This design comes from an exercise in tuning for small area on the open sky130 flow, not from production work.
In this exercise RTL edits were held to simulation tests only and were not proved equivalent to the original.
Power figures rest on the tool's default switching activity, not on a simulated workload.

==> flow/design.v, too long to show whole: its modules and the start of the top module <==
// module g_inv: 1 lines
// module g_nand2: 1 lines
// module g_nor2: 1 lines
// module g_nor2b: 1 lines
// module g_and2: 1 lines
// module g_xor2: 1 lines
// module g_xnor2: 1 lines
// module g_a21oi: 1 lines
// module g_o21ai: 1 lines
// module g_mux2i: 1 lines
// module g_ao22: 1 lines
// module g_ha: 1 lines
// module g_aoi222: 3 lines
// module rf_read: 15 lines
// module alu_add: 290 lines
// module pc_add: 211 lines
// module pc_inc: 60 lines
// module shr32: 292 lines
// module DatapathSingleCycle: 189 lines
module DatapathSingleCycle (
    input             clk,
    input             rst,
    output            halt,
    output     [31:0] pc_to_imem,
    input      [31:0] inst_from_imem,
    output     [31:0] addr_to_dmem,
    input      [31:0] load_data_from_dmem,
    output     [31:0] store_data_to_dmem,
    output     [ 3:0] store_we_to_dmem,
    input             ack_from_rsa,
    output            rsa_en,
    output            mem_en
);
  // ...
==> flow/run.sh <==
#!/bin/bash
# synth_recipe.tcl (not shown) runs the flow's synth.tcl, then flattens the netlist and writes it again
# the make line also repeats each setting of config.mk as NAME=value (left out here)
make -C /OpenROAD-flow-scripts/flow DESIGN_CONFIG=/design/flow/config.mk WORK_HOME=/design/flow/orfs CLKGATE_MAP_FILE= SYNTH_SCRIPT=/design/flow/synth_recipe.tcl finish
==> flow/config.mk <==
export PLATFORM = sky130hd
export DESIGN_NAME = DatapathSingleCycle
export DESIGN_NICKNAME = DatapathSingleCycle
export VERILOG_FILES = /design/flow/design.v
export SDC_FILE = /design/flow/constraint.sdc
export NUM_CORES = 4
export LEC_CHECK = 0
export CAP_MARGIN = 20
export CORE_MARGIN = 2
export CORE_UTILIZATION = 40
export PLACE_DENSITY = 0.6
export SETUP_SLACK_MARGIN = 0.2
export SLEW_MARGIN = 20
export SYNTH_HIERARCHICAL = 1
==> flow/constraint.sdc <==
create_clock -name core_clock -period 12.0 [get_ports {clk}]
set_input_delay 2.4000 -clock core_clock [delete_from_list [all_inputs] [get_ports {clk}]]
set_output_delay 2.4000 -clock core_clock [all_outputs]
set_load 0.01 [all_outputs]
==> impl_metrics.csv, run 1 <==
group,metric,value,unit
route,routed_via_density,7.623,
sta,final.min_clock_period,11.69,ns
floorplanning,tap_cells,1524,
layout,stdcell_area,56890,um^2
layout,multi_input_area,26650,um^2
pwr,p_switching,0.002204,W
setup_path,crit_end,"mem_en",
synthesis,ys_warn_count,7,
clock_tree,cts_sinks,1024,
sta,finalClockSkew,0.07626,ns
floorplanning,dieHeight,344.9,um
pwr,combinationalPower,0.000944,W
flow_run,cap_violations,0,
grt,grtUsageMet1,0.4705,
run_status,status,"complete, no violations",
grt,gr-usage-met3,0.1330,
route,drt_iter0_drc,12050,
pwr,switching_share,0.2743,
layout,multi_input_area_share,0.4686,
synthesis,synthCells,4226,
layout,clock_area_frac,0.06440,
layout,multi_input_cells,3109,
layout,reg_top3,"rfq (992), pc (32)",
sta,finalSetupViolCount,0,
layout,final_net_count,4838,
pwr,pg_seq,0.00358,W
hold_path,hold_path_end,"rfq[346]$_DFF_P_",
layout,layout-drive-gt1-share,0.1388,
clock_tree,postCtsSetupBuffers,0,
placement,dpl-instance-area,53150,um^2
sta,finalHoldViolations,0,
route,wl_met3,34540,um
grt,grt_pass1_wl,330700,um
route,ant_nets,0,
==> run 2, diff against run 1 <==
==> flow/flow/run.sh (new file) <==
#!/bin/bash
set -euo pipefail
cd "$(dirname "$0")/.."
export BUFFER_PORTS_ARGS="-buffer_cell sky130_fd_sc_hd__buf_2"
export CTS_ARGS="-sink_clustering_enable -repair_clock_nets -dont_use_dummy_load -sink_clustering_size 25 -sink_clustering_max_diameter 80 -buf_list sky130_fd_sc_hd__clkbuf_16"
bash standard.sh > standard.log 2>&1
==> flow/standard.sh (new file) <==
#!/bin/bash
# synth_recipe.tcl (not shown) runs the flow's synth.tcl, then flattens the netlist and writes it again
# the make line also repeats each setting of config.mk as NAME=value (left out here)
make -C /OpenROAD-flow-scripts/flow DESIGN_CONFIG=/design/flow/config.mk WORK_HOME=/design/flow/orfs CLKGATE_MAP_FILE= SYNTH_SCRIPT=/design/flow/synth_recipe.tcl "${@:-finish}"
--- a/flow/config.mk
+++ b/flow/config.mk
@@ -8,7 +8,7 @@
 export CAP_MARGIN = 20
 export CORE_MARGIN = 2
-export CORE_UTILIZATION = 40
-export PLACE_DENSITY = 0.6
-export SETUP_SLACK_MARGIN = 0.2
+export CORE_UTILIZATION = 50
+export PLACE_DENSITY = 0.65
+export SETUP_SLACK_MARGIN = 0.3
 export SLEW_MARGIN = 20
 export SYNTH_HIERARCHICAL = 1
removed: flow/run.sh
==> run 2 against run 1 <==
Net effect: critical path depth decreased by 2; combinational power decreased by 6.0%; synthesized cell count unchanged; clock-buffer cell count decreased by 106; first-iteration DRC count increased by 5.9%; via count increased by 0.23%; clock power decreased by 45%; non-clock buffer count decreased by 63; clock skew increased by 0.052 ns; sequential cell count unchanged; sequential power about the same; setup slack improved by 0.10 ns; largest power group unchanged.
==> impl_metrics.csv, run 2 <==
group,metric,value,unit
pwr,p_comb_frac,0.139,
placement,globalplace.congestion,1.068,
placement,port_buffers,167,
setup_path,cpMostUsedCell,"o21ai_1",
grt,grt_pass1_wl,324700,um
setup_path,cp_top_family,"compound AO/OA/AOI/OAI gates",
layout,reg_top3,"rfq (992), pc (32)",
synthesis,ys_warn_count,7,
pwr,p_leak,20.30,nW
floorplanning,dieWidth,308.9,um
pwr,powerDensity,120.8,nW/um^2
grt,grt_max_degree,48,
placement,post-place-ws,0.8261,ns
setup_path,critical_path.slowest_cell,"or3_1",
setup_path,crit_type,"input port to output pin",
pwr,p_switching,0.001860,W
setup_path,cp-end-kind,"output pin",
clock_tree,cts_sinks,1024,
synthesis,avgSynthCellArea,11.00,um^2
floorplanning,core,91940,um^2
setup_path,path_depth,23,
floorplanning,rows,111,
sta,fin_crit_sh,0.9659,
sta,relSlewSlack,0.2141,
sta,fin_ws,0.4093,ns
layout,fillers,8050,
sta,final.min_clock_period,11.59,ns
pwr,clockPowerShare,0.300,
setup_path,cp.required,9.60,ns
layout,regMostFlops,"rfq",
setup_path,r2r-end,"rfq[95]$_DFF_P_",
sta,finalHoldViolations,0,
synthesis,synthCells,4226,
run_status,status,"complete, no violations",
clock_tree,cts-root-buf,"clkbuf_16",
hold_path,hold_class,"register to register",
grt,grt.overflow.total,0,
setup_path,critPathMaxStageDelay,0.62,ns
clock_tree,cts_resized,0,
sta,timing.final.max_slew_violations,0,
route,drt_wl_total,234200,um
setup_path,cp_data_arrival_time,9.19,ns
setup_path,r2r_cells,35,
clock_tree,postCtsSetupBuffers,0,
clock_tree,clk_pin_slew,0.07,ns
pwr,p_int,0.004523,W
pwr,ir_drop,0.0001144,V
sta,rsz0062_at_grt,"no",
setup_path,cp_max_fo,33,
grt,antenna_found_initial,37,
grt,grt_pass1_vias,43840,
grt,track_usage,0.4671,
setup_path,start_kind,"input port",
route,drt_iter0_drc,12750,
layout,final_net_count,4720,
hold_path,hold_path_end,"rfq[944]$_DFF_P_",
sta,finalSetupViolCount,0,
clock_tree,cts_tree,"yes",
clock_tree,htreeDepth,2,
clock_tree,numCtsBuffers,52,
layout,layout-drive-gt1-share,0.1410,
synthesis,synth.cell_area,46480,um^2
route,ant_nets,0,
pwr,seqPwrFrac,0.561,
synthesis,syn-num-nets,4321,
clock_tree,clock_latency,0.73,ns
flow_run,cap_violations,0,
floorplanning,floorplan.die_area,95410,um^2
hold_path,whs_path_depth,1,
setup_path,r2r_start,"pc[2]$_DFF_P_",
route,routed_via_density,8.255,
floorplanning,start_util,0.5055,
setup_path,r2r_slack,4.30,ns
hold_path,worstHoldStart,"rfq[944]$_DFF_P_",
route,vias,48590,
layout,final_cell_mix,"dfxtp_1 (1,024), a22o_1 (997), a222oi_1 (756)",
route,wl_per_cell,39.79,um
layout,largest_register_ffs,992,
route,drc,0,
pwr,switching_share,0.2914,
floorplanning,dieHeight,308.9,um
layout,syn_to_final_growth,13.69,%
setup_path,worst-path-buf-inv,5,
floorplanning,pin_count,170,
layout,layout_commonest_cell,"dfxtp_1",
clock_tree,cts_hold_buf,0,
sta,tightest_slew,1.174,ns
setup_path,crit_chain,"buf_2 > nand3_1 > nor2_4 > a222oi_1 > nand4_1 > or3_1 > nand2_1 > o21ai_1 > xor2_4 > buf_4 > and2_1 > a21oi_2 > o21ai_1 > a21oi_2 > o21ai_1 > buf_4 > inv_1 > o21ai_1 > a21oi_2 > o21ai_1 > a21oi_2 > xnor2_1 > buf_2",
placement,dpl.hpwl,150900,um
clock_tree,clockBufferDepth,3,
sta,setup_tns,0,ns
sta,finalClockSkew,0.1278,ns
route,dr.pass1.iters,12,
sta,fmax,86.28,MHz
-- run 2: worst max-delay path by stage --
stage / start / endpoint / slack [ns]
after CTS: inst_from_imem[23] / addr_to_dmem[31] / 0.81
after global placement: inst_from_imem[23] / addr_to_dmem[31] / 0.96
after global routing: inst_from_imem[24] / addr_to_dmem[31] / 0.38
final: inst_from_imem[24] / addr_to_dmem[31] / 0.41
after detailed placement: inst_from_imem[23] / addr_to_dmem[31] / 0.83
after floorplan: inst_from_imem[24] / mem_en / 0.54
-- run 2: per-stage QoR --
| stage | power [W] | hold WS (ns) | cell area, um^2 | util | instances |
|---|---|---|---|---|---|
| after floorplan | 0.004091 | 0.4599 | 46570 | - | 4226 |
| after global placement | 0.004476 | 0.4722 | 51400 | 0.5590 | 5810 |
| after detailed placement | 0.004488 | 0.4754 | 51460 | 0.5597 | 5813 |
| after CTS | 0.006320 | 0.5005 | 52760 | 0.5738 | 5865 |
| after global routing | 0.006511 | 0.5117 | 52800 | 0.5743 | 5871 |
| final | 0.006383 | 0.4997 | 52840 | 0.5747 | 5886 |
-- run 2: layer usage --
layer / global-route usage / vias to the layer above / share of wire
li1: - / 19630 / -
met1: 0.5786 / 23560 / 0.35
met2: 0.6477 / 4402 / 0.40
met3: 0.2017 / 969 / 0.17
met4: 0.3259 / 32 / 0.082
met5: 0.007583 / - / 0.0016
-- run 2: power by group through the flow --
stage	registers (W)	clock network [W]	logic (W)
2_1_floorplan	0.00363	0	0.000456
3_3_place_gp	0.00365	0	0.000827
3_5_place_dp	0.00365	0	0.000838
4_1_cts	0.00357	0.00191	0.000839
5_1_grt	0.00359	0.00203	0.000896
6_report	0.00358	0.00192	0.000887
-- run 2: layout make-up --
class | count | area (um^2) | share of cell area
timing repair buffer | 400 | 2668 | 0.05048
multi-input combinational | 3109 | 26620 | 0.5039
inverter | 38 | 142.6 | 0.002699
sequential | 1024 | 20500 | 0.3880
clock buffer | 52 | 1301 | 0.02463
tap | 1243 | 1555 | 0.02943
antenna | 20 | 50.05 | 0.0009471
==> run 3, diff against run 2 <==
==> flow/flow/run.sh (replaced) <==
#!/bin/bash
set -euo pipefail
cd "$(dirname "$0")/.."
export BUFFER_PORTS_ARGS="-buffer_cell sky130_fd_sc_hd__buf_2"
export CTS_ARGS="-sink_clustering_enable -repair_clock_nets -dont_use_dummy_load -sink_clustering_size 15 -sink_clustering_max_diameter 60 -buf_list sky130_fd_sc_hd__clkbuf_8"
bash standard.sh > standard.log 2>&1
==> run 3 against run 2 <==
Net effect: clock power fell by 4%; cell count rose by 0.78%; total power fell by 1.2%; die area did not move; register-to-register slack got worse by 0.09 ns; first-iteration DRC count rose by 1.6%; clock skew fell by 0.025 ns; sequential share of layout area barely moved; utilization barely moved; critical endpoint unchanged; largest power group unchanged.
==> impl_metrics.csv, run 3 <==
group,metric,value,unit
placement,dp_cells,5813,
placement,dpl.hpwl,150900,um
setup_path,critPathMaxStageDelay,0.65,ns
grt,grt_pass1_wl,326300,um
layout,fillers,8056,
route,wl_per_cell,39.62,um
layout,layout_commonest_cell,"dfxtp_1",
pwr,ir_drop,0.00009381,V
grt,grt.overflow.total,0,
placement,dpl-instance-area,51460,um^2
layout,fin_util,0.5742,
pwr,clockPowerShare,0.292,
synthesis,syn-num-nets,4321,
setup_path,r2r_slack,4.21,ns
layout,stdcell_area,52800,um^2
floorplanning,dieWidth,308.9,um
floorplanning,pin_count,170,
route,drc,0,
clock_tree,clock_latency,0.84,ns
setup_path,cp_data_arrival_time,8.89,ns
pwr,p_comb_frac,0.141,
pwr,p_int,0.004411,W
floorplanning,floorplan.die_area,95410,um^2
setup_path,crit_chain,"buf_2 > nand3_1 > nor2_2 > buf_4 > nand2_1 > nand4_1 > or3_1 > nand2_1 > o21ai_1 > xor2_4 > buf_4 > and2_1 > a21oi_2 > o21ai_1 > a21oi_2 > o21ai_1 > buf_4 > inv_1 > o21ai_1 > a21oi_2 > o21ai_1 > a21oi_2 > xnor2_1 > buf_2",
placement,globalplace.congestion,1.068,
layout,syn_to_final_growth,13.59,%
setup_path,critical_path.slowest_cell,"nor2_2",
setup_path,cp.required,9.60,ns
route,vias,48810,
grt,grt_pass1_vias,43990,
clock_tree,htreeDepth,3,
setup_path,cp_max_fo,33,
layout,final_net_count,4757,
floorplanning,rows,111,
clock_tree,clockBufferDepth,3,
floorplanning,core,91940,um^2
layout,largest_register_ffs,992,
pwr,switching_share,0.3004,
sta,timing.final.max_slew_violations,0,
setup_path,crit_type,"input port to output pin",
clock_tree,cts-root-buf,"clkbuf_8",
hold_path,hold_class,"register to register",
layout,seq_area,20500,um^2
clock_tree,cts_hold_buf,0,
floorplanning,dieHeight,308.9,um
route,routed_via_density,8.227,
setup_path,cp-end-kind,"output pin",
pwr,power,0.006306,W
sta,finalHoldViolations,0,
grt,antenna_found_initial,44,
pwr,p_leak,20.30,nW
route,dr.pass1.iters,14,
layout,final_cell_mix,"dfxtp_1 (1,024), a22o_1 (997), a222oi_1 (756)",
clock_tree,cts_sinks,1024,
route,ant_nets,0,
pwr,powerDensity,119.4,nW/um^2
pwr,p_switching,0.001894,W
setup_path,cpMostUsedCell,"o21ai_1",
flow_run,cap_violations,0,
synthesis,avgSynthCellArea,11.00,um^2
layout,regMostFlops,"rfq",
route,drt_wl_total,235000,um
sta,setup_tns,0,ns
pwr,seqPwrFrac,0.568,
sta,rsz0062_at_grt,"no",
clock_tree,clk_pin_slew,0.07,ns
route,drt_iter0_drc,12950,
sta,finalClockSkew,0.1032,ns
sta,fmax,88.59,MHz
grt,grt_max_degree,48,
synthesis,synthCells,4226,
layout,reg_top3,"rfq (992), pc (32)",
clock_tree,numCtsBuffers,89,
layout,layout-drive-gt1-share,0.1485,
synthesis,synth.cell_area,46480,um^2
grt,track_usage,0.4706,
clock_tree,cts_tree,"yes",
layout,fin_cells,5932,
run_status,status,"complete, no violations",
placement,port_buffers,167,
floorplanning,start_util,0.5055,
sta,fin_crit_sh,0.9407,
setup_path,start_kind,"input port",
sta,finalSetupViolCount,0,
sta,final.min_clock_period,11.29,ns
synthesis,ys_warn_count,7,
sta,tightest_slew,1.164,ns
layout,multi_input_area,26630,um^2
sta,relSlewSlack,0.2224,
run 3: layout make-up:
class,count,share of cell area
sequential,1024,0.3883
clock buffer,89,0.02320
multi-input combinational,3109,0.5045
antenna,29,0.001375
timing repair buffer,400,0.05052
tap,1243,0.02946
inverter,38,0.002702
run 3: path summary, 6_finish.rpt:
path,startpoint,to,cells past startpoint
setup / recovery,inst_from_imem[24],addr_to_dmem[31],24
setup reg to reg,pc[2]$_DFF_P_,rfq[255]$_DFF_P_,35
hold reg to reg,rfq[244]$_DFF_P_,rfq[244]$_DFF_P_,1
hold / removal,rfq[244]$_DFF_P_,rfq[244]$_DFF_P_,1
run 3: critical path: cells and delay by family:
family	cells	cell delay, ns
AND/OR/NAND/NOR	7	1.97
AO/OA/AOI/OAI	9	1.93
XOR/XNOR	2	0.57
buffers and inverters	6	1.93
run 3: timing repair:
action | CTS | global route
endpoints found under the setup margin | 0 | 1
buffers inserted | 0 | 0
gates resized for setup | 0 | 4
run 3: per-layer routing:
layer	global-route usage	part of all wire
met4	0.3280	0.079
met3	0.2157	0.17
met2	0.6475	0.40
met1	0.5780	0.36
met5	0.02326	0.0015
run 3: through the flow:
stage               hold WS, ns  setup slack (ns)
detailed placement       0.4754            0.8261
CTS                      0.4992            0.8124
global placement         0.4722            0.9557
global route             0.5083            0.4538
finish                   0.4997            0.7115
floorplan                0.4599            0.5412
run 3: power groups by stage:
stage               Clock (W)  Sequential (W)  Combinational, W
floorplan                   0         0.00363          0.000456
detailed placement          0         0.00365          0.000838
global route          0.00194         0.00359          0.000896
global placement            0         0.00365          0.000827
finish                0.00184         0.00358          0.000887
CTS                   0.00182         0.00357          0.000839
==> run 4, diff against run 3 <==
--- a/flow/config.mk
+++ b/flow/config.mk
@@ -8,6 +8,6 @@
 export CAP_MARGIN = 20
 export CORE_MARGIN = 2
-export CORE_UTILIZATION = 50
-export PLACE_DENSITY = 0.65
+export CORE_UTILIZATION = 60
+export PLACE_DENSITY = 0.72
 export SETUP_SLACK_MARGIN = 0.3
 export SLEW_MARGIN = 20
==> run 4 against run 3 <==
Net effect: via count up 1.9%; combinational power about the same; first-iteration DRC count up 8.7%; global-route usage grew 7.5 points; setup slack got worse by 0.23 ns; largest power group unchanged; sequential cell count unchanged; sequential power about the same; clock power decreased by 3%.
==> impl_metrics.csv, run 4 <==
group,metric,value,unit
layout,layout-drive-gt1-share,0.1458,
run_status,status,"complete, no violations",
layout,syn_to_final_growth,12.88,%
route,drt_iter0_drc,14080,
setup_path,path_depth,21,
synthesis,avgSynthCellArea,11.00,um^2
setup_path,cp_data_arrival_time,9.12,ns
grt,grt_pass1_vias,44360,
pwr,p_leak,20.27,nW
floorplanning,pin_count,170,
sta,relSlewSlack,0.1644,
grt,track_usage,0.5455,
clock_tree,clk_pin_slew,0.09,ns
setup_path,critPathMaxStageDelay,0.73,ns
synthesis,synth.cell_area,46480,um^2
grt,grt_max_degree,36,
placement,dpl.hpwl,146600,um
sta,finalSetupViolCount,0,
sta,finalHoldViolations,0,
grt,grt_pass1_wl,316700,um
clock_tree,postCtsSetupBuffers,0,
layout,largest_register_ffs,992,
clock_tree,htreeDepth,3,
layout,final_cell_mix,"dfxtp_1 (1,024), a22o_1 (997), a222oi_1 (756)",
synthesis,syn-num-nets,4321,
setup_path,cp-end-kind,"output pin",
sta,timing.final.max_slew_violations,0,
route,wl_per_cell,40.21,um
clock_tree,cts_hold_buf,0,
floorplanning,dieHeight,282.3,um
clock_tree,cts_resized,0,
layout,regMostFlops,"rfq",
floorplanning,start_util,0.6030,
route,dr.pass1.iters,17,
setup_path,cp.required,9.60,ns
clock_tree,numCtsBuffers,85,
layout,fillers,6193,
layout,layout_commonest_cell,"dfxtp_1",
floorplanning,rows,102,
floorplanning,floorplan.die_area,79710,um^2
sta,rsz0062_at_grt,"no",
setup_path,crit_chain,"buf_2 > nand2b_1 > nor2_4 > buf_4 > a222oi_1 > nand4_1 > or3_1 > mux2i_1 > xnor2_1 > xor2_1 > nand2_1 > nor2_1 > a21oi_2 > o21ai_1 > inv_1 > o21ai_1 > inv_1 > o21ai_1 > a21oi_2 > xnor2_1 > buf_2",
placement,port_buffers,167,
synthesis,ys_warn_count,7,
setup_path,crit_type,"input port to output pin",
route,routed_via_density,8.699,
sta,fin_crit_sh,0.9598,
hold_path,whs_path_depth,1,
layout,reg_top3,"rfq (992), pc (32)",
hold_path,hold_class,"register to register",
pwr,powerDensity,119.0,nW/um^2
placement,globalplace.congestion,1.092,
pwr,power,0.006245,W
setup_path,r2r_cells,35,
route,drc,0,
clock_tree,clock_latency,0.80,ns
grt,antenna_found_initial,53,
route,drt_wl_total,230000,um
sta,finalClockSkew,0.1116,ns
clock_tree,cts_sinks,1024,
setup_path,cpMostUsedCell,"o21ai_1",
setup_path,critical_path.slowest_cell,"or3_1",
grt,grt.overflow.total,0,
sta,hold_ws,0.5017,ns
floorplanning,dieWidth,282.3,um
synthesis,synthCells,4226,
clock_tree,cts_tree,"yes",
layout,final_net_count,4748,
route,vias,49750,
setup_path,worst-path-buf-inv,5,
sta,final.min_clock_period,11.52,ns
sta,tightest_slew,1.253,ns
clock_tree,cts-root-buf,"clkbuf_8",
route,ant_nets,0,
sta,setup_tns,0,ns
clock_tree,clockBufferDepth,3,
flow_run,cap_violations,0,
floorplanning,core,77080,um^2
setup_path,start_kind,"input port",
setup_path,cp_top_family,"simple AND/OR/NAND/NOR gates",
sta,fmax,86.82,MHz
setup_path,cp_max_fo,17,
pwr,ir_drop,0.0001059,V
-- run 4: through the flow --
step,instance area (um^2),cells,util,setup WS (ns)
after floorplan,46570,4226,-,0.5412
after global placement,51080,5601,0.6627,1.002
after detailed placement,51080,5601,0.6627,0.9786
after CTS,52250,5686,0.6779,0.9656
after global routing,52410,5695,0.6798,0.4908
final,52470,5719,0.6806,0.4821
-- run 4: worst reg2reg max path: cells and delay by family, from the launching register on --
kind	cells	cell delay, ns
AOI/OAI and AO/OA	31	6.40
DFF	1	0.48
xor gates and xnor gates	2	0.46
buffers and inverters	1	0.32
and+or+nand+nor	1	0.26
-- run 4: area by class of cell --
| class | count | area, um^2 | area share |
|---|---|---|---|
| antenna | 28 | 70.07 | 0.001335 |
| clock buffer | 85 | 1170 | 0.02230 |
| inverter | 38 | 142.6 | 0.002719 |
| multi-input combinational | 3109 | 26620 | 0.5074 |
| sequential | 1024 | 20500 | 0.3907 |
| tap | 1040 | 1301 | 0.02480 |
| timing repair buffer | 395 | 2663 | 0.05075 |
-- run 4: metal layers --
layer,global-route usage,routed length [um],share of wire
met2,0.7431,89400,0.39
met4,0.4069,21640,0.094
met1,0.6602,76770,0.33
met5,0.01221,475,0.0021
met3,0.2619,41670,0.18
-- run 4: final timing paths --
kind	end	slack (ns)	from
min reg2reg	rfq[243]$_DFF_P_	0.50	rfq[243]$_DFF_P_
max reg2reg	rfq[927]$_DFF_P_	3.93	pc[2]$_DFF_P_
max	addr_to_dmem[27]	0.48	inst_from_imem[21]
min	rfq[243]$_DFF_P_	0.50	rfq[243]$_DFF_P_
-- run 4: power breakdown --
| group | internal, W | switching [W] | leakage, nW |
|---|---|---|---|
| sequential | 0.00350 | 0.0000844 | 8.28 |
| clock | 0.000632 | 0.00114 | 0.611 |
| combinational | 0.000255 | 0.000634 | 11.4 |

what the ideal ports hide:
Ports are ideal in the flow. The routed layouts listed here were re-timed in OpenROAD. Step 1 (the two cells are an assumption about what drives the block):
set clk [get_ports {clk}]
set_driving_cell -lib_cell sky130_fd_sc_hd__clkbuf_16 $clk
set_driving_cell -lib_cell sky130_fd_sc_hd__buf_2 [delete_from_list [all_inputs] $clk]
Step 2 also shifts input and output timing later by t, the mid clock arrival at the registers, as if the neighbouring blocks saw the same clock. Three values: ideal, step 1, step 2; two values: the first two.
run	t (ns)	setup slack, ns	clock arrival spread, ns
run 1	0.800	0.308 / 0.283 / 0.283	0.076 / 0.076
run 2	0.733	0.409 / 0.371 / 0.371	0.128 / 0.128
run 3	0.858	0.711 / 0.674 / 0.674	0.104 / 0.103
run 4	0.819	0.482 / 0.456 / 0.456	0.112 / 0.112
After both steps setup and hold are still met in every run listed. For run 2, which loses most, drivers alone change the setup slack by -0.038 ns; drivers and shift together by -0.038 ns.
